From an optimization exercise on the open Yosys and OpenROAD flow, aimed at small area and a short achievable clock period; shortcuts taken in it are not production practice.
RTL that was checked went through simulation tests only; none was proved equivalent to the original.
Only the layout flow was run in run 1; the RTL was not checked for function there.

==> flow/design.v, too long to show whole: its modules and the start of the top module <==
// module iir: 1074 lines
module iir(
    input clk,
    input rst_n,
    input [31:0] x,
    output reg [31:0] y
    );
  // ...
==> flow/flow/run.sh <==
#!/bin/bash
# Layout flow: the standard ORFS flow (standard.sh), with two changes:
#  1. the combinational logic of the standard synthesis is replaced by the
#     gate-level netlist that gen2.py writes from the same description as
#     rtl/iir.v (same registers, same names and cell types; checked by
#     swap_netlist.py, and the standard netlist is kept if they differ);
#  2. the port buffers are buf_1 cells instead of the default.
set -euo pipefail
export BUFFER_PORTS_ARGS="-inputs -buffer_cell sky130_fd_sc_hd__buf_4"
export PRE_GLOBAL_PLACE_TCL="$PWD/flow/buffer_outputs.tcl"
R=orfs/results/sky130hd/iir/base
bash standard.sh synth > standard_synth.log 2>&1
python3 flow/gen2.py --ytree fast42 --fap mix --net custom_netlist.v > gen2.log 2>&1
if python3 flow/swap_netlist.py $R/1_2_yosys.v custom_netlist.v > swap_netlist.log 2>&1; then
  cp $R/1_2_yosys.v standard_1_2_yosys.v
  cp custom_netlist.v $R/1_2_yosys.v
  touch $R/1_2_yosys.v
  rm -f $R/1_synth.odb $R/1_synth.sdc
fi
bash standard.sh finish > standard_finish.log 2>&1
==> flow/flow/buffer_outputs.tcl <==
# Runs just before ORFS's buffer_ports (which buffers the inputs, see run.sh):
# give every output port a buf_1 buffer.
buffer_ports -outputs -buffer_cell sky130_fd_sc_hd__buf_1
==> flow/flow/swap_netlist.py <==
#!/usr/bin/env python3
"""Check that a hand-built netlist keeps the standard synthesis's registers
(same instance names and cell types) and ports; exit 1 if not.
usage: swap_netlist.py STANDARD.v CUSTOM.v"""
import re, sys

def info(path):
    t = open(path).read()
    ffs = {}
    for cell, name in re.findall(r'\b(sky130_fd_sc_hd__df\w+)\s+(\\\S+|\S+)\s*\(', t):
        ffs[name.lstrip('\\')] = cell
    m = re.search(r'module\s+iir\s*\((.*?)\);', t, re.S)
    ports = sorted(p.strip() for p in m.group(1).split(','))
    decl = sorted(re.findall(r'^\s*(input|output)\s+(\[[^\]]*\])?\s*(\w+);', t, re.M))
    return ffs, ports, decl

a = info(sys.argv[1])
b = info(sys.argv[2])
ok = True
if a[0] != b[0]:
    ok = False
    print('registers differ:')
    for k in sorted(set(a[0]) | set(b[0])):
        if a[0].get(k) != b[0].get(k):
            print('  ', k, a[0].get(k), b[0].get(k))
if a[1] != b[1] or a[2] != b[2]:
    ok = False
    print('ports differ:', a[1:], b[1:])
print('registers:', len(a[0]), 'match' if ok else 'MISMATCH')
sys.exit(0 if ok else 1)
==> flow/standard.sh <==
#!/bin/bash
# synth_recipe.tcl (not shown) runs the flow's synth.tcl, then flattens the netlist and writes it again
# the make line also repeats each setting of config.mk as NAME=value (left out here)
make -C /OpenROAD-flow-scripts/flow DESIGN_CONFIG=/design/flow/config.mk WORK_HOME=/design/flow/orfs CLKGATE_MAP_FILE= SYNTH_SCRIPT=/design/flow/synth_recipe.tcl "${@:-finish}"
==> flow/config.mk <==
export PLATFORM = sky130hd
export DESIGN_NAME = iir
export DESIGN_NICKNAME = iir
export VERILOG_FILES = /design/flow/design.v
export SDC_FILE = /design/flow/constraint.sdc
export NUM_CORES = 4
export LEC_CHECK = 0
export CAP_MARGIN = 20
export CORE_MARGIN = 2
export CORE_UTILIZATION = 70
export CTS_BUF_LIST = sky130_fd_sc_hd__clkbuf_4 sky130_fd_sc_hd__clkbuf_8
export SETUP_SLACK_MARGIN = 4
export SLEW_MARGIN = 20
==> flow/constraint.sdc <==
create_clock -name core_clock -period 7.5 [get_ports {clk}]
set_input_delay 1.5000 -clock core_clock [delete_from_list [all_inputs] [get_ports {clk}]]
set_output_delay 1.5000 -clock core_clock [all_outputs]
set_load 0.01 [all_outputs]
Not shown: flow/flow/gen2.py
==> impl_metrics.json, run 1 <==
{
  "holdPathEnd": "y[0]$_DFF_PN0_",
  "cts_buffer_depth": 2,
  "status": "complete, no violations",
  "min_path_type": "flop to flop",
  "dominant-cell-class": "multi-input combinational cells",
  "netlist_area_mm2": 0.008765,
  "die_height_um": 115.9,
  "firstDrtPassIters": 5,
  "wl_met2_um": 8981,
  "grt_overflow": 0,
  "min_period_over_period": 0.4450,
  "dpl.cell_count": 1311,
  "slowest_stage": "a21oi_1",
  "drtIter0Drc": 387,
  "viasPerCell": 5.183,
  "worstReg2RegEnd": "p[22]$_DFF_PN0_",
  "fin_cells": 1330,
  "n_all_inverters": 123,
  "hold_ws_ps": 366.7,
  "syn_nets": 1171,
  "final_common_cell": "xor2_1",
  "core_mm2": 0.01211,
  "setup_viol_count_final": 0,
  "clock-sinks": 95,
  "timing.critical_path.mode_cell": "o21ai_1",
  "cp-end-kind": "flop",
  "grt_max_degree": 71,
  "slowest_delay_ps": 480,
  "grt-busiest-layer": "met2",
  "reg_top3": "p (32), y (32), x1 (31)",
  "sh_seq_area": 0.2498,
  "critical_path_depth": 10,
  "port_buffers": 65,
  "critPathMaxFanout": 16,
  "start_util": 0.7237,
  "diodes": 0,
  "grtUsageMet3": 0.06119,
  "hold_depth": 0,
  "clk_latency_ps": 390,
  "grt_pass1_vias": 6666
}
==> run 2: changes to the inputs <==
==> flow/design.v (replaced) <==
module iir(
    input clk,
    input rst_n,
    input [31:0] x,
    output reg [31:0] y
    );
reg [31:0] x1, p;
wire inv1 = ~y[0];
wire inv2 = ~y[1];
wire inv3 = ~y[2];
wire inv4 = ~y[3];
wire inv5 = ~y[4];
wire inv6 = ~y[5];
wire inv7 = ~y[6];
wire inv8 = ~y[7];
wire inv9 = ~y[8];
wire inv10 = ~y[9];
wire inv11 = ~y[10];
wire inv12 = ~y[11];
wire inv13 = ~y[12];
wire inv14 = ~y[13];
wire inv15 = ~y[14];
wire inv16 = ~y[15];
wire inv17 = ~y[16];
wire inv18 = ~y[17];
wire inv19 = ~y[18];
wire inv20 = ~y[19];
wire inv21 = ~y[20];
wire inv22 = ~y[21];
wire inv23 = ~y[22];
wire inv24 = ~y[23];
wire inv25 = ~y[24];
wire inv26 = ~y[25];
wire inv27 = ~y[26];
wire inv28 = ~y[27];
wire inv29 = ~y[28];
wire inv30 = ~y[29];
wire xe31 = p[2] ^ inv1;
wire xs32 = xe31 ^ x[0];
wire ag33 = p[2] & inv1;
wire og34 = p[2] | inv1;
wire c135 = ~((x[0] & og34) | ag33);
wire sm36 = ~(xs32 ^ x[1]);
wire c237 = xs32 | x[1];
wire xe38 = p[3] ^ inv2;
wire xs39 = xe38 ^ x[1];
wire ag40 = p[3] & inv2;
wire og41 = p[3] | inv2;
wire c142 = ~((x[1] & og41) | ag40);
wire xu43 = xs39 ^ x[2];
wire sm44 = ~(xu43 ^ c135);
wire na45 = ~(xs39 & x[2]);
wire no46 = ~(xs39 | x[2]);
wire c247 = ~((c135 & na45) | no46);
wire xe48 = p[4] ^ inv3;
wire xs49 = xe48 ^ x[2];
wire ag50 = p[4] & inv3;
wire og51 = p[4] | inv3;
wire c152 = ~((x[2] & og51) | ag50);
wire xu53 = xs49 ^ x[3];
wire sm54 = ~(xu53 ^ c142);
wire na55 = ~(xs49 & x[3]);
wire no56 = ~(xs49 | x[3]);
wire c257 = ~((c142 & na55) | no56);
wire xe58 = p[5] ^ inv4;
wire xs59 = xe58 ^ x[3];
wire ag60 = p[5] & inv4;
wire og61 = p[5] | inv4;
wire c162 = ~((x[3] & og61) | ag60);
wire xu63 = xs59 ^ x[4];
wire sm64 = ~(xu63 ^ c152);
wire na65 = ~(xs59 & x[4]);
wire no66 = ~(xs59 | x[4]);
wire c267 = ~((c152 & na65) | no66);
wire xe68 = p[6] ^ inv5;
wire xs69 = xe68 ^ x[4];
wire ag70 = p[6] & inv5;
wire og71 = p[6] | inv5;
wire c172 = ~((x[4] & og71) | ag70);
wire xu73 = xs69 ^ x[5];
wire sm74 = ~(xu73 ^ c162);
wire na75 = ~(xs69 & x[5]);
wire no76 = ~(xs69 | x[5]);
wire c277 = ~((c162 & na75) | no76);
wire xe78 = p[7] ^ inv6;
wire xs79 = xe78 ^ x[5];
wire ag80 = p[7] & inv6;
wire og81 = p[7] | inv6;
wire c182 = ~((x[5] & og81) | ag80);
wire xu83 = xs79 ^ x[6];
wire sm84 = ~(xu83 ^ c172);
wire na85 = ~(xs79 & x[6]);
wire no86 = ~(xs79 | x[6]);
wire c287 = ~((c172 & na85) | no86);
wire xe88 = p[8] ^ inv7;
wire xs89 = xe88 ^ x[6];
wire ag90 = p[8] & inv7;
wire og91 = p[8] | inv7;
wire c192 = ~((x[6] & og91) | ag90);
wire xu93 = xs89 ^ x[7];
wire sm94 = ~(xu93 ^ c182);
wire na95 = ~(xs89 & x[7]);
wire no96 = ~(xs89 | x[7]);
wire c297 = ~((c182 & na95) | no96);
wire xe98 = p[9] ^ inv8;
wire xs99 = xe98 ^ x[7];
wire ag100 = p[9] & inv8;
wire og101 = p[9] | inv8;
wire c1102 = ~((x[7] & og101) | ag100);
wire xu103 = xs99 ^ x[8];
wire sm104 = ~(xu103 ^ c192);
wire na105 = ~(xs99 & x[8]);
wire no106 = ~(xs99 | x[8]);
wire c2107 = ~((c192 & na105) | no106);
wire xe108 = p[10] ^ inv9;
wire xs109 = xe108 ^ x[8];
wire ag110 = p[10] & inv9;
wire og111 = p[10] | inv9;
wire c1112 = ~((x[8] & og111) | ag110);
wire xu113 = xs109 ^ x[9];
wire sm114 = ~(xu113 ^ c1102);
wire na115 = ~(xs109 & x[9]);
wire no116 = ~(xs109 | x[9]);
wire c2117 = ~((c1102 & na115) | no116);
wire xe118 = p[11] ^ inv10;
wire xs119 = xe118 ^ x[9];
wire ag120 = p[11] & inv10;
wire og121 = p[11] | inv10;
wire c1122 = ~((x[9] & og121) | ag120);
wire xu123 = xs119 ^ x[10];
wire sm124 = ~(xu123 ^ c1112);
wire na125 = ~(xs119 & x[10]);
wire no126 = ~(xs119 | x[10]);
wire c2127 = ~((c1112 & na125) | no126);
wire xe128 = p[12] ^ inv11;
wire xs129 = xe128 ^ x[10];
wire ag130 = p[12] & inv11;
wire og131 = p[12] | inv11;
wire c1132 = ~((x[10] & og131) | ag130);
wire xu133 = xs129 ^ x[11];
wire sm134 = ~(xu133 ^ c1122);
wire na135 = ~(xs129 & x[11]);
wire no136 = ~(xs129 | x[11]);
wire c2137 = ~((c1122 & na135) | no136);
wire xe138 = p[13] ^ inv12;
wire xs139 = xe138 ^ x[11];
wire ag140 = p[13] & inv12;
wire og141 = p[13] | inv12;
wire c1142 = ~((x[11] & og141) | ag140);
wire xu143 = xs139 ^ x[12];
wire sm144 = ~(xu143 ^ c1132);
wire na145 = ~(xs139 & x[12]);
wire no146 = ~(xs139 | x[12]);
wire c2147 = ~((c1132 & na145) | no146);
wire xe148 = p[14] ^ inv13;
wire xs149 = xe148 ^ x[12];
wire ag150 = p[14] & inv13;
wire og151 = p[14] | inv13;
wire c1152 = ~((x[12] & og151) | ag150);
wire xu153 = xs149 ^ x[13];
wire sm154 = ~(xu153 ^ c1142);
wire na155 = ~(xs149 & x[13]);
wire no156 = ~(xs149 | x[13]);
wire c2157 = ~((c1142 & na155) | no156);
wire xe158 = p[15] ^ inv14;
wire xs159 = xe158 ^ x[13];
wire ag160 = p[15] & inv14;
wire og161 = p[15] | inv14;
wire c1162 = ~((x[13] & og161) | ag160);
wire xu163 = xs159 ^ x[14];
wire sm164 = ~(xu163 ^ c1152);
wire na165 = ~(xs159 & x[14]);
wire no166 = ~(xs159 | x[14]);
wire c2167 = ~((c1152 & na165) | no166);
wire xe168 = p[16] ^ inv15;
wire xs169 = xe168 ^ x[14];
wire ag170 = p[16] & inv15;
wire og171 = p[16] | inv15;
wire c1172 = ~((x[14] & og171) | ag170);
wire xu173 = xs169 ^ x[15];
wire sm174 = ~(xu173 ^ c1162);
wire na175 = ~(xs169 & x[15]);
wire no176 = ~(xs169 | x[15]);
wire c2177 = ~((c1162 & na175) | no176);
wire xe178 = p[17] ^ inv16;
wire xs179 = xe178 ^ x[15];
wire ag180 = p[17] & inv16;
wire og181 = p[17] | inv16;
wire c1182 = ~((x[15] & og181) | ag180);
wire xu183 = xs179 ^ x[16];
wire sm184 = ~(xu183 ^ c1172);
wire na185 = ~(xs179 & x[16]);
wire no186 = ~(xs179 | x[16]);
wire c2187 = ~((c1172 & na185) | no186);
wire xe188 = p[18] ^ inv17;
wire xs189 = xe188 ^ x[16];
wire ag190 = p[18] & inv17;
wire og191 = p[18] | inv17;
wire c1192 = ~((x[16] & og191) | ag190);
wire xu193 = xs189 ^ x[17];
wire sm194 = ~(xu193 ^ c1182);
wire na195 = ~(xs189 & x[17]);
wire no196 = ~(xs189 | x[17]);
wire c2197 = ~((c1182 & na195) | no196);
wire xe198 = p[19] ^ inv18;
wire xs199 = xe198 ^ x[17];
wire ag200 = p[19] & inv18;
wire og201 = p[19] | inv18;
wire c1202 = ~((x[17] & og201) | ag200);
wire xu203 = xs199 ^ x[18];
wire sm204 = ~(xu203 ^ c1192);
wire na205 = ~(xs199 & x[18]);
wire no206 = ~(xs199 | x[18]);
wire c2207 = ~((c1192 & na205) | no206);
wire xe208 = p[20] ^ inv19;
wire xs209 = xe208 ^ x[18];
wire ag210 = p[20] & inv19;
wire og211 = p[20] | inv19;
wire c1212 = ~((x[18] & og211) | ag210);
wire xu213 = xs209 ^ x[19];
wire sm214 = ~(xu213 ^ c1202);
wire na215 = ~(xs209 & x[19]);
wire no216 = ~(xs209 | x[19]);
wire c2217 = ~((c1202 & na215) | no216);
wire xe218 = p[21] ^ inv20;
wire xs219 = xe218 ^ x[19];
wire ag220 = p[21] & inv20;
wire og221 = p[21] | inv20;
wire c1222 = ~((x[19] & og221) | ag220);
wire xu223 = xs219 ^ x[20];
wire sm224 = ~(xu223 ^ c1212);
wire na225 = ~(xs219 & x[20]);
wire no226 = ~(xs219 | x[20]);
wire c2227 = ~((c1212 & na225) | no226);
wire xe228 = p[22] ^ inv21;
wire xs229 = xe228 ^ x[20];
wire ag230 = p[22] & inv21;
wire og231 = p[22] | inv21;
wire c1232 = ~((x[20] & og231) | ag230);
wire xu233 = xs229 ^ x[21];
wire sm234 = ~(xu233 ^ c1222);
wire na235 = ~(xs229 & x[21]);
wire no236 = ~(xs229 | x[21]);
wire c2237 = ~((c1222 & na235) | no236);
wire xe238 = p[23] ^ inv22;
wire xs239 = xe238 ^ x[21];
wire ag240 = p[23] & inv22;
wire og241 = p[23] | inv22;
wire c1242 = ~((x[21] & og241) | ag240);
wire xu243 = xs239 ^ x[22];
wire sm244 = ~(xu243 ^ c1232);
wire na245 = ~(xs239 & x[22]);
wire no246 = ~(xs239 | x[22]);
wire c2247 = ~((c1232 & na245) | no246);
wire xe248 = p[24] ^ inv23;
wire xs249 = xe248 ^ x[22];
wire ag250 = p[24] & inv23;
wire og251 = p[24] | inv23;
wire c1252 = ~((x[22] & og251) | ag250);
wire xu253 = xs249 ^ x[23];
wire sm254 = ~(xu253 ^ c1242);
wire na255 = ~(xs249 & x[23]);
wire no256 = ~(xs249 | x[23]);
wire c2257 = ~((c1242 & na255) | no256);
wire xe258 = p[25] ^ inv24;
wire xs259 = xe258 ^ x[23];
wire ag260 = p[25] & inv24;
wire og261 = p[25] | inv24;
wire c1262 = ~((x[23] & og261) | ag260);
wire xu263 = xs259 ^ x[24];
wire sm264 = ~(xu263 ^ c1252);
wire na265 = ~(xs259 & x[24]);
wire no266 = ~(xs259 | x[24]);
wire c2267 = ~((c1252 & na265) | no266);
wire xe268 = p[26] ^ inv25;
wire xs269 = xe268 ^ x[24];
wire ag270 = p[26] & inv25;
wire og271 = p[26] | inv25;
wire c1272 = ~((x[24] & og271) | ag270);
wire xu273 = xs269 ^ x[25];
wire sm274 = ~(xu273 ^ c1262);
wire na275 = ~(xs269 & x[25]);
wire no276 = ~(xs269 | x[25]);
wire c2277 = ~((c1262 & na275) | no276);
wire xe278 = p[27] ^ inv26;
wire xs279 = xe278 ^ x[25];
wire ag280 = p[27] & inv26;
wire og281 = p[27] | inv26;
wire c1282 = ~((x[25] & og281) | ag280);
wire xu283 = xs279 ^ x[26];
wire sm284 = ~(xu283 ^ c1272);
wire na285 = ~(xs279 & x[26]);
wire no286 = ~(xs279 | x[26]);
wire c2287 = ~((c1272 & na285) | no286);
wire xe288 = p[28] ^ inv27;
wire xs289 = xe288 ^ x[26];
wire ag290 = p[28] & inv27;
wire og291 = p[28] | inv27;
wire c1292 = ~((x[26] & og291) | ag290);
wire xu293 = xs289 ^ x[27];
wire sm294 = ~(xu293 ^ c1282);
wire na295 = ~(xs289 & x[27]);
wire no296 = ~(xs289 | x[27]);
wire c2297 = ~((c1282 & na295) | no296);
wire xe298 = p[29] ^ inv28;
wire xs299 = xe298 ^ x[27];
wire ag300 = p[29] & inv28;
wire og301 = p[29] | inv28;
wire c1302 = ~((x[27] & og301) | ag300);
wire xu303 = xs299 ^ x[28];
wire sm304 = ~(xu303 ^ c1292);
wire na305 = ~(xs299 & x[28]);
wire no306 = ~(xs299 | x[28]);
wire c2307 = ~((c1292 & na305) | no306);
wire xe308 = p[30] ^ inv29;
wire xs309 = xe308 ^ x[28];
wire ag310 = p[30] & inv29;
wire og311 = p[30] | inv29;
wire c1312 = ~((x[28] & og311) | ag310);
wire xu313 = xs309 ^ x[29];
wire sm314 = ~(xu313 ^ c1302);
wire na315 = ~(xs309 & x[29]);
wire no316 = ~(xs309 | x[29]);
wire c2317 = ~((c1302 & na315) | no316);
wire xe318 = p[31] ^ inv30;
wire xs319 = xe318 ^ x[29];
wire xu320 = xs319 ^ x[30];
wire sm321 = ~(xu320 ^ c1312);
wire fa322 = x1[0] ^ y[1] ^ x[1];
wire fa323 = (x1[0] & y[1]) | (x1[0] & x[1]) | (y[1] & x[1]);
wire xn324 = ~(x1[1] ^ y[2]);
wire or325 = x1[1] | y[2];
wire fa326 = x1[2] ^ y[3] ^ inv2;
wire fa327 = (x1[2] & y[3]) | (x1[2] & inv2) | (y[3] & inv2);
wire fa328 = x1[3] ^ y[4] ^ inv3;
wire fa329 = (x1[3] & y[4]) | (x1[3] & inv3) | (y[4] & inv3);
wire fa330 = x1[4] ^ y[5] ^ inv4;
wire fa331 = (x1[4] & y[5]) | (x1[4] & inv4) | (y[5] & inv4);
wire fa332 = x1[5] ^ y[6] ^ inv5;
wire fa333 = (x1[5] & y[6]) | (x1[5] & inv5) | (y[6] & inv5);
wire fa334 = x1[6] ^ y[7] ^ inv6;
wire fa335 = (x1[6] & y[7]) | (x1[6] & inv6) | (y[7] & inv6);
wire fa336 = x1[7] ^ y[8] ^ inv7;
wire fa337 = (x1[7] & y[8]) | (x1[7] & inv7) | (y[8] & inv7);
wire fa338 = x1[8] ^ y[9] ^ inv8;
wire fa339 = (x1[8] & y[9]) | (x1[8] & inv8) | (y[9] & inv8);
wire fa340 = x1[9] ^ y[10] ^ inv9;
wire fa341 = (x1[9] & y[10]) | (x1[9] & inv9) | (y[10] & inv9);
wire fa342 = x1[10] ^ y[11] ^ inv10;
wire fa343 = (x1[10] & y[11]) | (x1[10] & inv10) | (y[11] & inv10);
wire fa344 = x1[11] ^ y[12] ^ inv11;
wire fa345 = (x1[11] & y[12]) | (x1[11] & inv11) | (y[12] & inv11);
wire fa346 = x1[12] ^ y[13] ^ inv12;
wire fa347 = (x1[12] & y[13]) | (x1[12] & inv12) | (y[13] & inv12);
wire fa348 = x1[13] ^ y[14] ^ inv13;
wire fa349 = (x1[13] & y[14]) | (x1[13] & inv13) | (y[14] & inv13);
wire fa350 = x1[14] ^ y[15] ^ inv14;
wire fa351 = (x1[14] & y[15]) | (x1[14] & inv14) | (y[15] & inv14);
wire fa352 = x1[15] ^ y[16] ^ inv15;
wire fa353 = (x1[15] & y[16]) | (x1[15] & inv15) | (y[16] & inv15);
wire fa354 = x1[16] ^ y[17] ^ inv16;
wire fa355 = (x1[16] & y[17]) | (x1[16] & inv16) | (y[17] & inv16);
wire fa356 = x1[17] ^ y[18] ^ inv17;
wire fa357 = (x1[17] & y[18]) | (x1[17] & inv17) | (y[18] & inv17);
wire fa358 = x1[18] ^ y[19] ^ inv18;
wire fa359 = (x1[18] & y[19]) | (x1[18] & inv18) | (y[19] & inv18);
wire fa360 = x1[19] ^ y[20] ^ inv19;
wire fa361 = (x1[19] & y[20]) | (x1[19] & inv19) | (y[20] & inv19);
wire fa362 = x1[20] ^ y[21] ^ inv20;
wire fa363 = (x1[20] & y[21]) | (x1[20] & inv20) | (y[21] & inv20);
wire fa364 = x1[21] ^ y[22] ^ inv21;
wire fa365 = (x1[21] & y[22]) | (x1[21] & inv21) | (y[22] & inv21);
wire fa366 = x1[22] ^ y[23] ^ inv22;
wire fa367 = (x1[22] & y[23]) | (x1[22] & inv22) | (y[23] & inv22);
wire fa368 = x1[23] ^ y[24] ^ inv23;
wire fa369 = (x1[23] & y[24]) | (x1[23] & inv23) | (y[24] & inv23);
wire fa370 = x1[24] ^ y[25] ^ inv24;
wire fa371 = (x1[24] & y[25]) | (x1[24] & inv24) | (y[25] & inv24);
wire fa372 = x1[25] ^ y[26] ^ inv25;
wire fa373 = (x1[25] & y[26]) | (x1[25] & inv25) | (y[26] & inv25);
wire fa374 = x1[26] ^ y[27] ^ inv26;
wire fa375 = (x1[26] & y[27]) | (x1[26] & inv26) | (y[27] & inv26);
wire fa376 = x1[27] ^ y[28] ^ inv27;
wire fa377 = (x1[27] & y[28]) | (x1[27] & inv27) | (y[28] & inv27);
wire fa378 = x1[28] ^ y[29] ^ inv28;
wire fa379 = (x1[28] & y[29]) | (x1[28] & inv28) | (y[29] & inv28);
wire fa380 = x1[29] ^ y[30] ^ inv29;
wire fa381 = (x1[29] & y[30]) | (x1[29] & inv29) | (y[30] & inv29);
wire fa382 = x1[30] ^ y[31] ^ inv30;
wire fa383 = (x1[30] & y[31]) | (x1[30] & inv30) | (y[31] & inv30);
wire fa384 = inv1 ^ xn324 ^ x[2];
wire fa385 = (inv1 & xn324) | (inv1 & x[2]) | (xn324 & x[2]);
wire fa386 = or325 ^ fa326 ^ x[3];
wire fa387 = (or325 & fa326) | (or325 & x[3]) | (fa326 & x[3]);
wire fa388 = fa327 ^ fa328 ^ x[4];
wire fa389 = (fa327 & fa328) | (fa327 & x[4]) | (fa328 & x[4]);
wire fa390 = fa329 ^ fa330 ^ x[5];
wire fa391 = (fa329 & fa330) | (fa329 & x[5]) | (fa330 & x[5]);
wire fa392 = fa331 ^ fa332 ^ x[6];
wire fa393 = (fa331 & fa332) | (fa331 & x[6]) | (fa332 & x[6]);
wire fa394 = fa333 ^ fa334 ^ x[7];
wire fa395 = (fa333 & fa334) | (fa333 & x[7]) | (fa334 & x[7]);
wire fa396 = fa335 ^ fa336 ^ x[8];
wire fa397 = (fa335 & fa336) | (fa335 & x[8]) | (fa336 & x[8]);
wire fa398 = fa337 ^ fa338 ^ x[9];
wire fa399 = (fa337 & fa338) | (fa337 & x[9]) | (fa338 & x[9]);
wire fa400 = fa339 ^ fa340 ^ x[10];
wire fa401 = (fa339 & fa340) | (fa339 & x[10]) | (fa340 & x[10]);
wire fa402 = fa341 ^ fa342 ^ x[11];
wire fa403 = (fa341 & fa342) | (fa341 & x[11]) | (fa342 & x[11]);
wire fa404 = fa343 ^ fa344 ^ x[12];
wire fa405 = (fa343 & fa344) | (fa343 & x[12]) | (fa344 & x[12]);
wire fa406 = fa345 ^ fa346 ^ x[13];
wire fa407 = (fa345 & fa346) | (fa345 & x[13]) | (fa346 & x[13]);
wire fa408 = fa347 ^ fa348 ^ x[14];
wire fa409 = (fa347 & fa348) | (fa347 & x[14]) | (fa348 & x[14]);
wire fa410 = fa349 ^ fa350 ^ x[15];
wire fa411 = (fa349 & fa350) | (fa349 & x[15]) | (fa350 & x[15]);
wire fa412 = fa351 ^ fa352 ^ x[16];
wire fa413 = (fa351 & fa352) | (fa351 & x[16]) | (fa352 & x[16]);
wire fa414 = fa353 ^ fa354 ^ x[17];
wire fa415 = (fa353 & fa354) | (fa353 & x[17]) | (fa354 & x[17]);
wire fa416 = fa355 ^ fa356 ^ x[18];
wire fa417 = (fa355 & fa356) | (fa355 & x[18]) | (fa356 & x[18]);
wire fa418 = fa357 ^ fa358 ^ x[19];
wire fa419 = (fa357 & fa358) | (fa357 & x[19]) | (fa358 & x[19]);
wire fa420 = fa359 ^ fa360 ^ x[20];
wire fa421 = (fa359 & fa360) | (fa359 & x[20]) | (fa360 & x[20]);
wire fa422 = fa361 ^ fa362 ^ x[21];
wire fa423 = (fa361 & fa362) | (fa361 & x[21]) | (fa362 & x[21]);
wire fa424 = fa363 ^ fa364 ^ x[22];
wire fa425 = (fa363 & fa364) | (fa363 & x[22]) | (fa364 & x[22]);
wire fa426 = fa365 ^ fa366 ^ x[23];
wire fa427 = (fa365 & fa366) | (fa365 & x[23]) | (fa366 & x[23]);
wire fa428 = fa367 ^ fa368 ^ x[24];
wire fa429 = (fa367 & fa368) | (fa367 & x[24]) | (fa368 & x[24]);
wire fa430 = fa369 ^ fa370 ^ x[25];
wire fa431 = (fa369 & fa370) | (fa369 & x[25]) | (fa370 & x[25]);
wire fa432 = fa371 ^ fa372 ^ x[26];
wire fa433 = (fa371 & fa372) | (fa371 & x[26]) | (fa372 & x[26]);
wire fa434 = fa373 ^ fa374 ^ x[27];
wire fa435 = (fa373 & fa374) | (fa373 & x[27]) | (fa374 & x[27]);
wire fa436 = fa375 ^ fa376 ^ x[28];
wire fa437 = (fa375 & fa376) | (fa375 & x[28]) | (fa376 & x[28]);
wire fa438 = fa377 ^ fa378 ^ x[29];
wire fa439 = (fa377 & fa378) | (fa377 & x[29]) | (fa378 & x[29]);
wire fa440 = fa379 ^ fa380 ^ x[30];
wire fa441 = (fa379 & fa380) | (fa379 & x[30]) | (fa380 & x[30]);
wire fa442 = fa381 ^ fa382 ^ x[31];
wire fa443 = (fa381 & fa382) | (fa381 & x[31]) | (fa382 & x[31]);
wire gn444 = ~(p[1] & x[0]);
wire tn445 = ~(p[1] | x[0]);
wire pp446 = p[1] ^ x[0];
wire gn447 = ~(sm44 & c237);
wire tn448 = ~(sm44 | c237);
wire pp449 = sm44 ^ c237;
wire gn450 = ~(sm54 & c247);
wire tn451 = ~(sm54 | c247);
wire pp452 = sm54 ^ c247;
wire gn453 = ~(sm64 & c257);
wire tn454 = ~(sm64 | c257);
wire pp455 = sm64 ^ c257;
wire gn456 = ~(sm74 & c267);
wire tn457 = ~(sm74 | c267);
wire pp458 = sm74 ^ c267;
wire gn459 = ~(sm84 & c277);
wire tn460 = ~(sm84 | c277);
wire pp461 = sm84 ^ c277;
wire gn462 = ~(sm94 & c287);
wire tn463 = ~(sm94 | c287);
wire pp464 = sm94 ^ c287;
wire gn465 = ~(sm104 & c297);
wire tn466 = ~(sm104 | c297);
wire pp467 = sm104 ^ c297;
wire gn468 = ~(sm114 & c2107);
wire tn469 = ~(sm114 | c2107);
wire pp470 = sm114 ^ c2107;
wire gn471 = ~(sm124 & c2117);
wire tn472 = ~(sm124 | c2117);
wire pp473 = sm124 ^ c2117;
wire gn474 = ~(sm134 & c2127);
wire tn475 = ~(sm134 | c2127);
wire pp476 = sm134 ^ c2127;
wire gn477 = ~(sm144 & c2137);
wire tn478 = ~(sm144 | c2137);
wire pp479 = sm144 ^ c2137;
wire gn480 = ~(sm154 & c2147);
wire tn481 = ~(sm154 | c2147);
wire pp482 = sm154 ^ c2147;
wire gn483 = ~(sm164 & c2157);
wire tn484 = ~(sm164 | c2157);
wire pp485 = sm164 ^ c2157;
wire gn486 = ~(sm174 & c2167);
wire tn487 = ~(sm174 | c2167);
wire pp488 = sm174 ^ c2167;
wire gn489 = ~(sm184 & c2177);
wire tn490 = ~(sm184 | c2177);
wire pp491 = sm184 ^ c2177;
wire gn492 = ~(sm194 & c2187);
wire tn493 = ~(sm194 | c2187);
wire pp494 = sm194 ^ c2187;
wire gn495 = ~(sm204 & c2197);
wire tn496 = ~(sm204 | c2197);
wire pp497 = sm204 ^ c2197;
wire gn498 = ~(sm214 & c2207);
wire tn499 = ~(sm214 | c2207);
wire pp500 = sm214 ^ c2207;
wire gn501 = ~(sm224 & c2217);
wire tn502 = ~(sm224 | c2217);
wire pp503 = sm224 ^ c2217;
wire gn504 = ~(sm234 & c2227);
wire tn505 = ~(sm234 | c2227);
wire pp506 = sm234 ^ c2227;
wire gn507 = ~(sm244 & c2237);
wire tn508 = ~(sm244 | c2237);
wire pp509 = sm244 ^ c2237;
wire gn510 = ~(sm254 & c2247);
wire tn511 = ~(sm254 | c2247);
wire pp512 = sm254 ^ c2247;
wire gn513 = ~(sm264 & c2257);
wire tn514 = ~(sm264 | c2257);
wire pp515 = sm264 ^ c2257;
wire gn516 = ~(sm274 & c2267);
wire tn517 = ~(sm274 | c2267);
wire pp518 = sm274 ^ c2267;
wire gn519 = ~(sm284 & c2277);
wire tn520 = ~(sm284 | c2277);
wire pp521 = sm284 ^ c2277;
wire gn522 = ~(sm294 & c2287);
wire tn523 = ~(sm294 | c2287);
wire pp524 = sm294 ^ c2287;
wire gn525 = ~(sm304 & c2297);
wire tn526 = ~(sm304 | c2297);
wire pp527 = sm304 ^ c2297;
wire gn528 = ~(sm314 & c2307);
wire tn529 = ~(sm314 | c2307);
wire pp530 = sm314 ^ c2307;
wire gn531 = ~(sm321 & c2317);
wire tn532 = ~(sm321 | c2317);
wire pp533 = sm321 ^ c2317;
wire inv534 = ~sm36;
wire pa535 = ~(tn448 | inv534);
wire pa536 = ~(tn454 | tn451);
wire pg537 = ~((tn454 | gn450) & gn453);
wire pa538 = ~(tn460 | tn457);
wire pg539 = ~((tn460 | gn456) & gn459);
wire pa540 = ~(tn466 | tn463);
wire pg541 = ~((tn466 | gn462) & gn465);
wire pa542 = ~(tn472 | tn469);
wire pg543 = ~((tn472 | gn468) & gn471);
wire pa544 = ~(tn478 | tn475);
wire pg545 = ~((tn478 | gn474) & gn477);
wire pa546 = ~(tn484 | tn481);
wire pg547 = ~((tn484 | gn480) & gn483);
wire pa548 = ~(tn490 | tn487);
wire pg549 = ~((tn490 | gn486) & gn489);
wire pa550 = ~(tn496 | tn493);
wire pg551 = ~((tn496 | gn492) & gn495);
wire pa552 = ~(tn502 | tn499);
wire pg553 = ~((tn502 | gn498) & gn501);
wire pa554 = ~(tn508 | tn505);
wire pg555 = ~((tn508 | gn504) & gn507);
wire pa556 = ~(tn514 | tn511);
wire pg557 = ~((tn514 | gn510) & gn513);
wire pa558 = ~(tn520 | tn517);
wire pg559 = ~((tn520 | gn516) & gn519);
wire pa560 = ~(tn526 | tn523);
wire pg561 = ~((tn526 | gn522) & gn525);
wire inv562 = ~gn444;
wire pa563 = ~(sm36 & inv562);
wire inv564 = ~gn447;
wire pg565 = ~((pa535 & inv562) | inv564);
wire inv566 = ~tn457;
wire pa567 = ~(inv566 & pa536);
wire inv568 = ~gn456;
wire pg569 = ~((inv566 & pg537) | inv568);
wire pa570 = ~(pa538 & pa536);
wire pg571 = ~((pa538 & pg537) | pg539);
wire inv572 = ~tn469;
wire pa573 = ~(inv572 & pa540);
wire inv574 = ~gn468;
wire pg575 = ~((inv572 & pg541) | inv574);
wire pa576 = ~(pa542 & pa540);
wire pg577 = ~((pa542 & pg541) | pg543);
wire inv578 = ~tn481;
wire pa579 = ~(inv578 & pa544);
wire inv580 = ~gn480;
wire pg581 = ~((inv578 & pg545) | inv580);
wire pa582 = ~(pa546 & pa544);
wire pg583 = ~((pa546 & pg545) | pg547);
wire inv584 = ~tn493;
wire pa585 = ~(inv584 & pa548);
wire inv586 = ~gn492;
wire pg587 = ~((inv584 & pg549) | inv586);
wire pa588 = ~(pa550 & pa548);
wire pg589 = ~((pa550 & pg549) | pg551);
wire inv590 = ~tn505;
wire pa591 = ~(inv590 & pa552);
wire inv592 = ~gn504;
wire pg593 = ~((inv590 & pg553) | inv592);
wire pa594 = ~(pa554 & pa552);
wire pg595 = ~((pa554 & pg553) | pg555);
wire inv596 = ~tn517;
wire pa597 = ~(inv596 & pa556);
wire inv598 = ~gn516;
wire pg599 = ~((inv596 & pg557) | inv598);
wire pa600 = ~(pa558 & pa556);
wire pg601 = ~((pa558 & pg557) | pg559);
wire inv602 = ~tn529;
wire pa603 = ~(inv602 & pa560);
wire inv604 = ~gn528;
wire pg605 = ~((inv602 & pg561) | inv604);
wire pg606 = ~((tn451 | pg565) & gn450);
wire inv607 = ~pg537;
wire inv608 = ~pa536;
wire pg609 = ~((inv608 | pg565) & inv607);
wire pg610 = ~((pa567 | pg565) & pg569);
wire pg611 = ~((pa570 | pg565) & pg571);
wire pa612 = ~(tn475 | pa576);
wire pg613 = ~((tn475 | pg577) & gn474);
wire inv614 = ~pa544;
wire pa615 = ~(inv614 | pa576);
wire inv616 = ~pg545;
wire pg617 = ~((inv614 | pg577) & inv616);
wire pa618 = ~(pa579 | pa576);
wire pg619 = ~((pa579 | pg577) & pg581);
wire pa620 = ~(pa582 | pa576);
wire pg621 = ~((pa582 | pg577) & pg583);
wire pa622 = ~(tn499 | pa588);
wire pg623 = ~((tn499 | pg589) & gn498);
wire inv624 = ~pa552;
wire pa625 = ~(inv624 | pa588);
wire inv626 = ~pg553;
wire pg627 = ~((inv624 | pg589) & inv626);
wire pa628 = ~(pa591 | pa588);
wire pg629 = ~((pa591 | pg589) & pg593);
wire pa630 = ~(pa594 | pa588);
wire pg631 = ~((pa594 | pg589) & pg595);
wire pa632 = ~(tn523 | pa600);
wire pg633 = ~((tn523 | pg601) & gn522);
wire inv634 = ~pa560;
wire pa635 = ~(inv634 | pa600);
wire inv636 = ~pg561;
wire pg637 = ~((inv634 | pg601) & inv636);
wire pa638 = ~(pa603 | pa600);
wire pg639 = ~((pa603 | pg601) & pg605);
wire inv640 = ~gn462;
wire inv641 = ~tn463;
wire pg642 = ~((inv641 & pg611) | inv640);
wire pg643 = ~((pa540 & pg611) | pg541);
wire inv644 = ~pg575;
wire inv645 = ~pa573;
wire pg646 = ~((inv645 & pg611) | inv644);
wire inv647 = ~pg577;
wire inv648 = ~pa576;
wire pg649 = ~((inv648 & pg611) | inv647);
wire pg650 = ~((pa612 & pg611) | pg613);
wire pg651 = ~((pa615 & pg611) | pg617);
wire pg652 = ~((pa618 & pg611) | pg619);
wire pg653 = ~((pa620 & pg611) | pg621);
wire inv654 = ~tn511;
wire pa655 = ~(inv654 & pa630);
wire inv656 = ~gn510;
wire pg657 = ~((inv654 & pg631) | inv656);
wire pa658 = ~(pa556 & pa630);
wire pg659 = ~((pa556 & pg631) | pg557);
wire inv660 = ~pa597;
wire pa661 = ~(inv660 & pa630);
wire inv662 = ~pg599;
wire pg663 = ~((inv660 & pg631) | inv662);
wire inv664 = ~pa600;
wire pa665 = ~(inv664 & pa630);
wire inv666 = ~pg601;
wire pg667 = ~((inv664 & pg631) | inv666);
wire pa668 = ~(pa632 & pa630);
wire pg669 = ~((pa632 & pg631) | pg633);
wire pa670 = ~(pa635 & pa630);
wire pg671 = ~((pa635 & pg631) | pg637);
wire pa672 = ~(pa638 & pa630);
wire pg673 = ~((pa638 & pg631) | pg639);
wire pg674 = ~((tn487 | pg653) & gn486);
wire inv675 = ~pg549;
wire inv676 = ~pa548;
wire pg677 = ~((inv676 | pg653) & inv675);
wire pg678 = ~((pa585 | pg653) & pg587);
wire pg679 = ~((pa588 | pg653) & pg589);
wire inv680 = ~pg623;
wire inv681 = ~pa622;
wire pg682 = ~((inv681 | pg653) & inv680);
wire inv683 = ~pg627;
wire inv684 = ~pa625;
wire pg685 = ~((inv684 | pg653) & inv683);
wire inv686 = ~pg629;
wire inv687 = ~pa628;
wire pg688 = ~((inv687 | pg653) & inv686);
wire inv689 = ~pg631;
wire inv690 = ~pa630;
wire pg691 = ~((inv690 | pg653) & inv689);
wire pg692 = ~((pa655 | pg653) & pg657);
wire pg693 = ~((pa658 | pg653) & pg659);
wire pg694 = ~((pa661 | pg653) & pg663);
wire pg695 = ~((pa665 | pg653) & pg667);
wire pg696 = ~((pa668 | pg653) & pg669);
wire pg697 = ~((pa670 | pg653) & pg671);
wire pg698 = ~((pa672 | pg653) & pg673);
wire sn699 = ~(sm36 ^ gn444);
wire sn700 = ~(pp449 ^ pa563);
wire sn701 = ~(pp452 ^ pg565);
wire xo702 = pp455 ^ pg606;
wire xo703 = pp458 ^ pg609;
wire xo704 = pp461 ^ pg610;
wire xo705 = pp464 ^ pg611;
wire sn706 = ~(pp467 ^ pg642);
wire sn707 = ~(pp470 ^ pg643);
wire sn708 = ~(pp473 ^ pg646);
wire sn709 = ~(pp476 ^ pg649);
wire sn710 = ~(pp479 ^ pg650);
wire sn711 = ~(pp482 ^ pg651);
wire sn712 = ~(pp485 ^ pg652);
wire sn713 = ~(pp488 ^ pg653);
wire xo714 = pp491 ^ pg674;
wire xo715 = pp494 ^ pg677;
wire xo716 = pp497 ^ pg678;
wire xo717 = pp500 ^ pg679;
wire xo718 = pp503 ^ pg682;
wire xo719 = pp506 ^ pg685;
wire xo720 = pp509 ^ pg688;
wire xo721 = pp512 ^ pg691;
wire xo722 = pp515 ^ pg692;
wire xo723 = pp518 ^ pg693;
wire xo724 = pp521 ^ pg694;
wire xo725 = pp524 ^ pg695;
wire xo726 = pp527 ^ pg696;
wire xo727 = pp530 ^ pg697;
wire xo728 = pp533 ^ pg698;
wire gn729 = ~(y[0] & x[0]);
wire tn730 = ~(y[0] | x[0]);
wire pp731 = y[0] ^ x[0];
wire gn732 = ~(fa384 & fa323);
wire tn733 = ~(fa384 | fa323);
wire pp734 = fa384 ^ fa323;
wire gn735 = ~(fa385 & fa386);
wire tn736 = ~(fa385 | fa386);
wire pp737 = fa385 ^ fa386;
wire gn738 = ~(fa387 & fa388);
wire tn739 = ~(fa387 | fa388);
wire pp740 = fa387 ^ fa388;
wire gn741 = ~(fa389 & fa390);
wire tn742 = ~(fa389 | fa390);
wire pp743 = fa389 ^ fa390;
wire gn744 = ~(fa391 & fa392);
wire tn745 = ~(fa391 | fa392);
wire pp746 = fa391 ^ fa392;
wire gn747 = ~(fa393 & fa394);
wire tn748 = ~(fa393 | fa394);
wire pp749 = fa393 ^ fa394;
wire gn750 = ~(fa395 & fa396);
wire tn751 = ~(fa395 | fa396);
wire pp752 = fa395 ^ fa396;
wire gn753 = ~(fa397 & fa398);
wire tn754 = ~(fa397 | fa398);
wire pp755 = fa397 ^ fa398;
wire gn756 = ~(fa399 & fa400);
wire tn757 = ~(fa399 | fa400);
wire pp758 = fa399 ^ fa400;
wire gn759 = ~(fa401 & fa402);
wire tn760 = ~(fa401 | fa402);
wire pp761 = fa401 ^ fa402;
wire gn762 = ~(fa403 & fa404);
wire tn763 = ~(fa403 | fa404);
wire pp764 = fa403 ^ fa404;
wire gn765 = ~(fa405 & fa406);
wire tn766 = ~(fa405 | fa406);
wire pp767 = fa405 ^ fa406;
wire gn768 = ~(fa407 & fa408);
wire tn769 = ~(fa407 | fa408);
wire pp770 = fa407 ^ fa408;
wire gn771 = ~(fa409 & fa410);
wire tn772 = ~(fa409 | fa410);
wire pp773 = fa409 ^ fa410;
wire gn774 = ~(fa411 & fa412);
wire tn775 = ~(fa411 | fa412);
wire pp776 = fa411 ^ fa412;
wire gn777 = ~(fa413 & fa414);
wire tn778 = ~(fa413 | fa414);
wire pp779 = fa413 ^ fa414;
wire gn780 = ~(fa415 & fa416);
wire tn781 = ~(fa415 | fa416);
wire pp782 = fa415 ^ fa416;
wire gn783 = ~(fa417 & fa418);
wire tn784 = ~(fa417 | fa418);
wire pp785 = fa417 ^ fa418;
wire gn786 = ~(fa419 & fa420);
wire tn787 = ~(fa419 | fa420);
wire pp788 = fa419 ^ fa420;
wire gn789 = ~(fa421 & fa422);
wire tn790 = ~(fa421 | fa422);
wire pp791 = fa421 ^ fa422;
wire gn792 = ~(fa423 & fa424);
wire tn793 = ~(fa423 | fa424);
wire pp794 = fa423 ^ fa424;
wire gn795 = ~(fa425 & fa426);
wire tn796 = ~(fa425 | fa426);
wire pp797 = fa425 ^ fa426;
wire gn798 = ~(fa427 & fa428);
wire tn799 = ~(fa427 | fa428);
wire pp800 = fa427 ^ fa428;
wire gn801 = ~(fa429 & fa430);
wire tn802 = ~(fa429 | fa430);
wire pp803 = fa429 ^ fa430;
wire gn804 = ~(fa431 & fa432);
wire tn805 = ~(fa431 | fa432);
wire pp806 = fa431 ^ fa432;
wire gn807 = ~(fa433 & fa434);
wire tn808 = ~(fa433 | fa434);
wire pp809 = fa433 ^ fa434;
wire gn810 = ~(fa435 & fa436);
wire tn811 = ~(fa435 | fa436);
wire pp812 = fa435 ^ fa436;
wire gn813 = ~(fa437 & fa438);
wire tn814 = ~(fa437 | fa438);
wire pp815 = fa437 ^ fa438;
wire gn816 = ~(fa439 & fa440);
wire tn817 = ~(fa439 | fa440);
wire pp818 = fa439 ^ fa440;
wire gn819 = ~(fa441 & fa442);
wire tn820 = ~(fa441 | fa442);
wire pp821 = fa441 ^ fa442;
wire inv822 = ~gn729;
wire pa823 = ~(fa322 & inv822);
wire pa824 = ~(tn736 | tn733);
wire pg825 = ~((tn736 | gn732) & gn735);
wire pa826 = ~(tn742 | tn739);
wire pg827 = ~((tn742 | gn738) & gn741);
wire pa828 = ~(tn748 | tn745);
wire pg829 = ~((tn748 | gn744) & gn747);
wire pa830 = ~(tn754 | tn751);
wire pg831 = ~((tn754 | gn750) & gn753);
wire pa832 = ~(tn760 | tn757);
wire pg833 = ~((tn760 | gn756) & gn759);
wire pa834 = ~(tn766 | tn763);
wire pg835 = ~((tn766 | gn762) & gn765);
wire pa836 = ~(tn772 | tn769);
wire pg837 = ~((tn772 | gn768) & gn771);
wire pa838 = ~(tn778 | tn775);
wire pg839 = ~((tn778 | gn774) & gn777);
wire pa840 = ~(tn784 | tn781);
wire pg841 = ~((tn784 | gn780) & gn783);
wire pa842 = ~(tn790 | tn787);
wire pg843 = ~((tn790 | gn786) & gn789);
wire pa844 = ~(tn796 | tn793);
wire pg845 = ~((tn796 | gn792) & gn795);
wire pa846 = ~(tn802 | tn799);
wire pg847 = ~((tn802 | gn798) & gn801);
wire pa848 = ~(tn808 | tn805);
wire pg849 = ~((tn808 | gn804) & gn807);
wire pa850 = ~(tn814 | tn811);
wire pg851 = ~((tn814 | gn810) & gn813);
wire pg852 = ~((tn733 | pa823) & gn732);
wire inv853 = ~pa823;
wire pg854 = ~((pa824 & inv853) | pg825);
wire inv855 = ~tn745;
wire pa856 = ~(inv855 & pa826);
wire inv857 = ~gn744;
wire pg858 = ~((inv855 & pg827) | inv857);
wire pa859 = ~(pa828 & pa826);
wire pg860 = ~((pa828 & pg827) | pg829);
wire inv861 = ~tn757;
wire pa862 = ~(inv861 & pa830);
wire inv863 = ~gn756;
wire pg864 = ~((inv861 & pg831) | inv863);
wire pa865 = ~(pa832 & pa830);
wire pg866 = ~((pa832 & pg831) | pg833);
wire inv867 = ~tn769;
wire pa868 = ~(inv867 & pa834);
wire inv869 = ~gn768;
wire pg870 = ~((inv867 & pg835) | inv869);
wire pa871 = ~(pa836 & pa834);
wire pg872 = ~((pa836 & pg835) | pg837);
wire inv873 = ~tn781;
wire pa874 = ~(inv873 & pa838);
wire inv875 = ~gn780;
wire pg876 = ~((inv873 & pg839) | inv875);
wire pa877 = ~(pa840 & pa838);
wire pg878 = ~((pa840 & pg839) | pg841);
wire inv879 = ~tn793;
wire pa880 = ~(inv879 & pa842);
wire inv881 = ~gn792;
wire pg882 = ~((inv879 & pg843) | inv881);
wire pa883 = ~(pa844 & pa842);
wire pg884 = ~((pa844 & pg843) | pg845);
wire inv885 = ~tn805;
wire pa886 = ~(inv885 & pa846);
wire inv887 = ~gn804;
wire pg888 = ~((inv885 & pg847) | inv887);
wire pa889 = ~(pa848 & pa846);
wire pg890 = ~((pa848 & pg847) | pg849);
wire inv891 = ~tn817;
wire pa892 = ~(inv891 & pa850);
wire inv893 = ~gn816;
wire pg894 = ~((inv891 & pg851) | inv893);
wire pg895 = ~((tn739 | pg854) & gn738);
wire inv896 = ~pg827;
wire inv897 = ~pa826;
wire pg898 = ~((inv897 | pg854) & inv896);
wire pg899 = ~((pa856 | pg854) & pg858);
wire pg900 = ~((pa859 | pg854) & pg860);
wire pa901 = ~(tn763 | pa865);
wire pg902 = ~((tn763 | pg866) & gn762);
wire inv903 = ~pa834;
wire pa904 = ~(inv903 | pa865);
wire inv905 = ~pg835;
wire pg906 = ~((inv903 | pg866) & inv905);
wire pa907 = ~(pa868 | pa865);
wire pg908 = ~((pa868 | pg866) & pg870);
wire pa909 = ~(pa871 | pa865);
wire pg910 = ~((pa871 | pg866) & pg872);
wire pa911 = ~(tn787 | pa877);
wire pg912 = ~((tn787 | pg878) & gn786);
wire inv913 = ~pa842;
wire pa914 = ~(inv913 | pa877);
wire inv915 = ~pg843;
wire pg916 = ~((inv913 | pg878) & inv915);
wire pa917 = ~(pa880 | pa877);
wire pg918 = ~((pa880 | pg878) & pg882);
wire pa919 = ~(pa883 | pa877);
wire pg920 = ~((pa883 | pg878) & pg884);
wire pa921 = ~(tn811 | pa889);
wire pg922 = ~((tn811 | pg890) & gn810);
wire inv923 = ~pa850;
wire pa924 = ~(inv923 | pa889);
wire inv925 = ~pg851;
wire pg926 = ~((inv923 | pg890) & inv925);
wire pa927 = ~(pa892 | pa889);
wire pg928 = ~((pa892 | pg890) & pg894);
wire inv929 = ~gn750;
wire inv930 = ~tn751;
wire pg931 = ~((inv930 & pg900) | inv929);
wire pg932 = ~((pa830 & pg900) | pg831);
wire inv933 = ~pg864;
wire inv934 = ~pa862;
wire pg935 = ~((inv934 & pg900) | inv933);
wire inv936 = ~pg866;
wire inv937 = ~pa865;
wire pg938 = ~((inv937 & pg900) | inv936);
wire pg939 = ~((pa901 & pg900) | pg902);
wire pg940 = ~((pa904 & pg900) | pg906);
wire pg941 = ~((pa907 & pg900) | pg908);
wire pg942 = ~((pa909 & pg900) | pg910);
wire inv943 = ~tn799;
wire pa944 = ~(inv943 & pa919);
wire inv945 = ~gn798;
wire pg946 = ~((inv943 & pg920) | inv945);
wire pa947 = ~(pa846 & pa919);
wire pg948 = ~((pa846 & pg920) | pg847);
wire inv949 = ~pa886;
wire pa950 = ~(inv949 & pa919);
wire inv951 = ~pg888;
wire pg952 = ~((inv949 & pg920) | inv951);
wire inv953 = ~pa889;
wire pa954 = ~(inv953 & pa919);
wire inv955 = ~pg890;
wire pg956 = ~((inv953 & pg920) | inv955);
wire pa957 = ~(pa921 & pa919);
wire pg958 = ~((pa921 & pg920) | pg922);
wire pa959 = ~(pa924 & pa919);
wire pg960 = ~((pa924 & pg920) | pg926);
wire pa961 = ~(pa927 & pa919);
wire pg962 = ~((pa927 & pg920) | pg928);
wire pg963 = ~((tn775 | pg942) & gn774);
wire inv964 = ~pg839;
wire inv965 = ~pa838;
wire pg966 = ~((inv965 | pg942) & inv964);
wire pg967 = ~((pa874 | pg942) & pg876);
wire pg968 = ~((pa877 | pg942) & pg878);
wire inv969 = ~pg912;
wire inv970 = ~pa911;
wire pg971 = ~((inv970 | pg942) & inv969);
wire inv972 = ~pg916;
wire inv973 = ~pa914;
wire pg974 = ~((inv973 | pg942) & inv972);
wire inv975 = ~pg918;
wire inv976 = ~pa917;
wire pg977 = ~((inv976 | pg942) & inv975);
wire inv978 = ~pg920;
wire inv979 = ~pa919;
wire pg980 = ~((inv979 | pg942) & inv978);
wire pg981 = ~((pa944 | pg942) & pg946);
wire pg982 = ~((pa947 | pg942) & pg948);
wire pg983 = ~((pa950 | pg942) & pg952);
wire pg984 = ~((pa954 | pg942) & pg956);
wire pg985 = ~((pa957 | pg942) & pg958);
wire pg986 = ~((pa959 | pg942) & pg960);
wire pg987 = ~((pa961 | pg942) & pg962);
wire sn988 = ~(fa322 ^ gn729);
wire sn989 = ~(pp734 ^ pa823);
wire xo990 = pp737 ^ pg852;
wire sn991 = ~(pp740 ^ pg854);
wire xo992 = pp743 ^ pg895;
wire xo993 = pp746 ^ pg898;
wire xo994 = pp749 ^ pg899;
wire xo995 = pp752 ^ pg900;
wire sn996 = ~(pp755 ^ pg931);
wire sn997 = ~(pp758 ^ pg932);
wire sn998 = ~(pp761 ^ pg935);
wire sn999 = ~(pp764 ^ pg938);
wire sn1000 = ~(pp767 ^ pg939);
wire sn1001 = ~(pp770 ^ pg940);
wire sn1002 = ~(pp773 ^ pg941);
wire sn1003 = ~(pp776 ^ pg942);
wire xo1004 = pp779 ^ pg963;
wire xo1005 = pp782 ^ pg966;
wire xo1006 = pp785 ^ pg967;
wire xo1007 = pp788 ^ pg968;
wire xo1008 = pp791 ^ pg971;
wire xo1009 = pp794 ^ pg974;
wire xo1010 = pp797 ^ pg977;
wire xo1011 = pp800 ^ pg980;
wire xo1012 = pp803 ^ pg981;
wire xo1013 = pp806 ^ pg982;
wire xo1014 = pp809 ^ pg983;
wire xo1015 = pp812 ^ pg984;
wire xo1016 = pp815 ^ pg985;
wire xo1017 = pp818 ^ pg986;
wire xo1018 = pp821 ^ pg987;
wire [31:0] y_next = {xo728, xo727, xo726, xo725, xo724, xo723, xo722, xo721, xo720, xo719, xo718, xo717, xo716, xo715, xo714, sn713, sn712, sn711, sn710, sn709, sn708, sn707, sn706, xo705, xo704, xo703, xo702, sn701, sn700, sn699, pp446, p[0]};
wire [31:0] p_next = {xo1018, xo1017, xo1016, xo1015, xo1014, xo1013, xo1012, xo1011, xo1010, xo1009, xo1008, xo1007, xo1006, xo1005, xo1004, sn1003, sn1002, sn1001, sn1000, sn999, sn998, sn997, sn996, xo995, xo994, xo993, xo992, sn991, xo990, sn989, sn988, pp731};
always @(posedge clk or negedge rst_n)
begin
    if (!rst_n)
    begin
        x1 <= 32'd0;
        p  <= 32'd0;
        y  <= 32'd0;
    end
    else
    begin
        x1 <= x;
        p  <= p_next;
        y  <= y_next;
    end
end
endmodule
--- a/flow/flow/run.sh
+++ b/flow/flow/run.sh
@@ -7,9 +7,8 @@
 #  2. the port buffers are buf_1 cells instead of the default.
 set -euo pipefail
-export BUFFER_PORTS_ARGS="-inputs -buffer_cell sky130_fd_sc_hd__buf_4"
-export PRE_GLOBAL_PLACE_TCL="$PWD/flow/buffer_outputs.tcl"
+export BUFFER_PORTS_ARGS="-buffer_cell sky130_fd_sc_hd__buf_1"
 R=orfs/results/sky130hd/iir/base
 bash standard.sh synth > standard_synth.log 2>&1
-python3 flow/gen2.py --ytree fast42 --fap mix --net custom_netlist.v > gen2.log 2>&1
+python3 flow/gen2.py --ytree fast42 --fap cell --net custom_netlist.v > gen2.log 2>&1
 if python3 flow/swap_netlist.py $R/1_2_yosys.v custom_netlist.v > swap_netlist.log 2>&1; then
   cp $R/1_2_yosys.v standard_1_2_yosys.v
--- a/flow/flow/gen2.py
+++ b/flow/flow/gen2.py
@@ -35,9 +35,5 @@
 # 'fast42': y' uses 4:2 compressors built from xor2/xnor2 and and-or-invert
 # gates, with the inputs x entering last
-ap.add_argument('--polmode', type=int, default=0)
-# prefix tree of the carry-propagate adders: Sklansky, Kogge-Stone, Han-Carlson
-ap.add_argument('--prefix', default='sk', choices=['sk', 'ks', 'hc'])
-ap.add_argument('--prefixy', choices=['sk', 'ks', 'hc'])   # for y' only
-ap.add_argument('--ytree', default='wallace', choices=['wallace', 'fast42', 'pre'])
+ap.add_argument('--ytree', default='wallace', choices=['wallace', 'fast42'])
 args = ap.parse_args()
 
@@ -184,18 +180,9 @@
         late = max([t(sp[0]) + (0.05 if sp[1] != pol else 0) for sp in sigs] + [-1])
         extra = sum(1 for sp in sigs if sp[1] != pol and sp[0] not in inv_cache)
-        key = (extra, round(late, 3)) if args.polmode == 1 else (round(late, 3), extra)
+        key = (round(late, 3), extra)
         if best is None or key < best[0]:
             best = (key, pol)
     pol = best[1]
     T = pand(Ti, Tj, pol) if needT else None
-    if isc(Gi) and val(Gi) == 1:
-        return (1, 0), T
-    if isc(Gj) and val(Gj) == 1:
-        Gj = Ti
-        Ti = (1, 0)
-        if isc(Gj) and val(Gj) == 0:
-            return Gi, T
-        if isc(Gi) and val(Gi) == 0:
-            return Gj, T
     if isc(Gj) and val(Gj) == 0:
         return Gi, T
@@ -214,8 +201,6 @@
     return G, T
 
-def cpa(A, B, carry2=False, prefix=None):
-    """A + B mod 2^W with a Sklansky prefix tree. Returns W sum nets. With
-    carry2, A + B + 4, where bits 0 and 1 of B are 0 (the carry into bit 2 is
-    forced to 1)."""
+def cpa(A, B):
+    """A + B mod 2^W with a Sklansky prefix tree. Returns W sum nets."""
     G, T, P = [], [], []
     for i in range(W):
@@ -231,41 +216,25 @@
             T.append((gate('NOR2', [a, b], prefix='tn'), 1))
             P.append(gate('XOR2', [a, b], prefix='pp'))
-    if carry2:
-        assert B[0] == 0 and B[1] == 0
-        G[1] = (1, 0)
-        T[1] = (0, 0)
-    prefix = prefix or args.prefix
     start = list(range(W))    # group start of each node
-    levels = []
     d = 1
     while d < W:
-        levels.append(d)
-        d *= 2
-    if prefix == 'hc':
-        levels.append(0)       # final level for the even bits
-    for d in levels:
         nG, nT, ns = list(G), list(T), list(start)
         for i in range(W - 1):
-            if start[i] == 0:
-                continue
-            if prefix == 'sk' and (i // d) % 2 != 1:
-                continue
-            if prefix == 'hc' and (i % 2 == 0) != (d == 0):
-                continue
-            j = start[i] - 1
-            final = start[j] == 0
-            if G[i] == (0, 0) and T[i] == (0, 0):
-                continue
-            if G[j] == (0, 0) and final:
-                # nothing comes from below: G stays, group is final
-                ns[i] = 0
-                nT[i] = None
-                continue
-            g, tt = combine(G[i], T[i], G[j], T[j] if not final else (1, 0), not final)
-            nG[i] = g
-            nT[i] = tt
-            ns[i] = start[j]
+            if (i // d) % 2 == 1:
+                j = (i // d) * d - 1
+                final = start[j] == 0
+                if G[i] == (0, 0) and T[i] == (0, 0):
+                    continue
+                if G[j] == (0, 0) and final:
+                    # nothing comes from below: G stays, group is final
+                    ns[i] = 0
+                    nT[i] = None
+                    continue
+                g, tt = combine(G[i], T[i], G[j], T[j] if not final else (1, 0), not final)
+                nG[i] = g
+                nT[i] = tt
+                ns[i] = start[j]
         G, T, start = nG, nT, ns
-    assert all(start[i] == 0 for i in range(W - 1)), start
+        d *= 2
     S = []
     for i in range(W):
@@ -322,16 +291,5 @@
     pconst[2].append(1)                    # + the offset of the stored p
 pcols = merge(col(X, 0), col(X1, 1), col(Y, 0), col(Y, 2, True), pconst)
-if args.ytree == 'pre':
-    # r = p - 4y = p + 4*(~y) + 4 from the registers alone, with its own
-    # prefix adder; then y' = 4x + 2x + r
-    FA_MODE[0] = 'cell'
-    R = cpa(Pq, [0, 0] + [inv(Y[i]) for i in range(W - 2)], carry2=True)
-    rcols = [[R[i]] for i in range(W)]
-    ycols = merge(col(X, 2), col(X, 1), rcols)
-    FA_MODE[0] = args.fay
-    yA, yB = compress(ycols)
-    FA_MODE[0] = args.fap
-    pA, pB = compress(pcols)
-elif args.ytree == 'fast42':
+if args.ytree == 'fast42':
     # y' = 4x + 2x + p + 4*(~y) + 4: per column i two early inputs p[i],
     # ~y[i-2] and two late ones x[i-2], x[i-1]; the constant enters column 2
@@ -371,5 +329,5 @@
     pA, pB = compress(pcols)
 FA_MODE[0] = 'cell'
-ynext = cpa(yA, yB, prefix=args.prefixy)
+ynext = cpa(yA, yB)
 pcnext = []
 if K:
@@ -409,6 +367,5 @@
 
 def rtl():
-    import sys as _s
-    o = [HEADER.replace('OPTS', ' '.join(a for a in _s.argv[1:] if not a.endswith('.v') and a not in ('--rtl', '--net'))), 'module iir(', '    input clk,', '    input rst_n,',
+    o = [HEADER, 'module iir(', '    input clk,', '    input rst_n,',
          '    input [31:0] x,', '    output reg [31:0] y', '    );', '',
          'reg [31:0] x1, p;'] + ([f'reg [{NPC - 1}:0] pc;'] if NPC else []) + ['']
removed: flow/flow/buffer_outputs.tcl
==> impl_metrics.json, run 2 <==
{
  "dpl.cell_count": 1261,
  "start_util": 0.7141,
  "max_freq_ghz": 0.2968,
  "critPathMaxFanout": 16,
  "final_area_mm2": 0.009438,
  "layout-drive-gt1-share": 0.05908,
  "routabilityCongestion": 0.8839,
  "rows": 40,
  "dpl_cell_area_mm2": 0.009011,
  "grt_overflow": 0,
  "viasPerCell": 5.295,
  "netlist_area_mm2": 0.008542,
  "dp_hpwl_um": 13770,
  "ioPinCount": 66,
  "critPathRequiredTime_ps": 7810,
  "fin_cells": 1281,
  "reg_top3": "p (32), y (32), x1 (31)",
  "core_mm2": 0.01196,
  "h-tree-depth": 3,
  "worstPathArrival_ps": 3680,
  "finalNetCount": 1223,
  "maxCapViolations": 0,
  "port_buffers": 65,
  "firstDrtPassIters": 5,
  "slew_headroom": 0.4321,
  "dieArea_mm2": 0.01310,
  "grt_max_degree": 65,
  "path_clk_slew_ps": 100,
  "cts_tree": "done",
  "min_period_over_period": 0.4492,
  "worstMarginPinSlew_ps": 851.8,
  "syn_to_final_growth_pct": 10.49,
  "drtIter0Drc": 443,
  "setup-tns-final_ps": 0,
  "status": "complete, no violations",
  "antenna_found_initial": 0,
  "setup_viol_count_final": 0,
  "wl_per_cell_um": 14.11,
  "clock-sinks": 95,
  "die_height_um": 114.5,
  "min_path_type": "flop to flop",
  "syn_nets": 1141,
  "layout_common_cells": "187 x xor2_1, 133 x nor2_1, 129 x nand2_1",
  "startpoint_type": "input pin",
  "hold_viol": 0,
  "final_common_cell": "xor2_1",
  "finalClockSkew_ps": 11.62,
  "fin_crit_ps": 3369,
  "num_vias": 6783,
  "numCtsBuffers": 9,
  "clk_latency_ps": 380,
  "grt_pass1_wl_um": 30620,
  "diodes": 0,
  "groute.usage.overall": 0.2948,
  "layout_setup_ws_ps": 4131,
  "syn_inst": 1047,
  "cts_buffer_depth": 2,
  "worstSetupPathType": "input pin to flop",
  "drcViolationCount": 0,
  "fp.dieW_um": 114.5,
  "avgSynthCellArea_um2": 8.158,
  "rsz0062_at_grt": "yes",
  "root_buffer": "clkbuf_8",
  "pre_cts_ws_ps": 3232,
  "ys_warn_count": 1,
  "cp-end-kind": "flop",
  "ant_nets": 0,
  "drv_slew": 0,
  "grt_pass1_vias": 6817,
  "drt_wl_total_um": 18070
}
==> run 2: through the flow <==
| stage | hold slack (ps) | utilization |
|---|---|---|
| after floorplan | 331.2 | - |
| after CTS | 367.6 | 0.7795 |
| final | 366.7 | 0.7890 |
| after global placement | 332.4 | 0.7533 |
| after detailed placement | 341.9 | 0.7533 |
| after global routing | 390.3 | 0.7890 |
==> run 2: what timing repair did <==
action | CTS | global route
setup endpoints to repair | 39 | 35
pin swaps | 2 | 2
hold buffers | 0 | 0
setup buffers | 3 | 1
gates resized for setup | 10 | 36
==> run 2: area by class of cell <==
| type | count | area [µm²] |
|---|---|---|
| clock inverters | 7 | 97.59 |
| multi-input cells | 829 | 5848 |
| well taps | 147 | 183.9 |
| fillers | 892 | 2524 |
| flip-flops and latches | 95 | 2377 |
| clock buffers | 9 | 123.9 |
| repair buffers | 71 | 345.3 |
| inverters | 123 | 461.7 |
==> run 2: worst paths after layout <==
path,from,end,slack (ps),depth (start not counted)
max in group asynchronous,rst_n,y[16]$_DFF_PN0_,5180,2
max reg2reg,y[1]$_DFF_PN0_,p[28]$_DFF_PN0_,4380,12
min,p[0]$_DFF_PN0_,y[0]$_DFF_PN0_,370,0
min in group asynchronous,rst_n,x1[21]$_DFF_PN0_,1080,1
min reg2reg,p[0]$_DFF_PN0_,y[0]$_DFF_PN0_,370,0
max,x[1],y[23]$_DFF_PN0_,4130,12
==> run 2: worst max-delay path, stage by stage <==
cell and delay, ps:
buf_1 240, xor2_1 280, xor2_1 130, xnor2_1 290
nor2_1 90, nor2_1 220, a21oi_4 130, o21ai_4 220
a21oi_4 80, buf_12 150, o21ai_1 160, xor2_1 160
==> run 2: layer usage <==
layer / vias to the layer above / global-route usage / part of all wire
li1: 3413 / - / -
met4: 0 / 0.1114 / 0.024
met2: 144 / 0.5144 / 0.50
met3: 33 / 0.03600 / 0.034
met1: 3193 / 0.3765 / 0.44
met5: - / 0 / 0

## what the ideal ports hide
In the flow no input, the clock included, has a driving cell. The finished layouts below were timed again as built, in two steps. Step 1: set_driving_cell puts a clkbuf_16 on clk and a buf_2 on each other input, an assumption about the parent block. Step 2 moves the port delays by t, midway between the first and last clock arrival at a register: inputs arrive t later, outputs are due t later. That takes back most of the time a late clock gives input paths. Slacks: ideal ports / drivers / drivers and shift; pairs: ideal ports / drivers.
| run | t, ns | setup slack, ns | hold WS [ns] | worst setup path at the end |
|---|---|---|---|---|
| run 1 | 0.420 | 4.163 / 4.179 / 3.759 | 0.367 / 0.367 / 0.367 | input to register |
| run 2 | 0.413 | 4.131 / 4.147 / 3.734 | 0.367 / 0.367 / 0.367 | input to register |
After both steps every run listed still meets setup and hold. The setup slack of run 1, which loses most, moves by +0.016 ns with the drivers and by -0.404 ns with both steps.
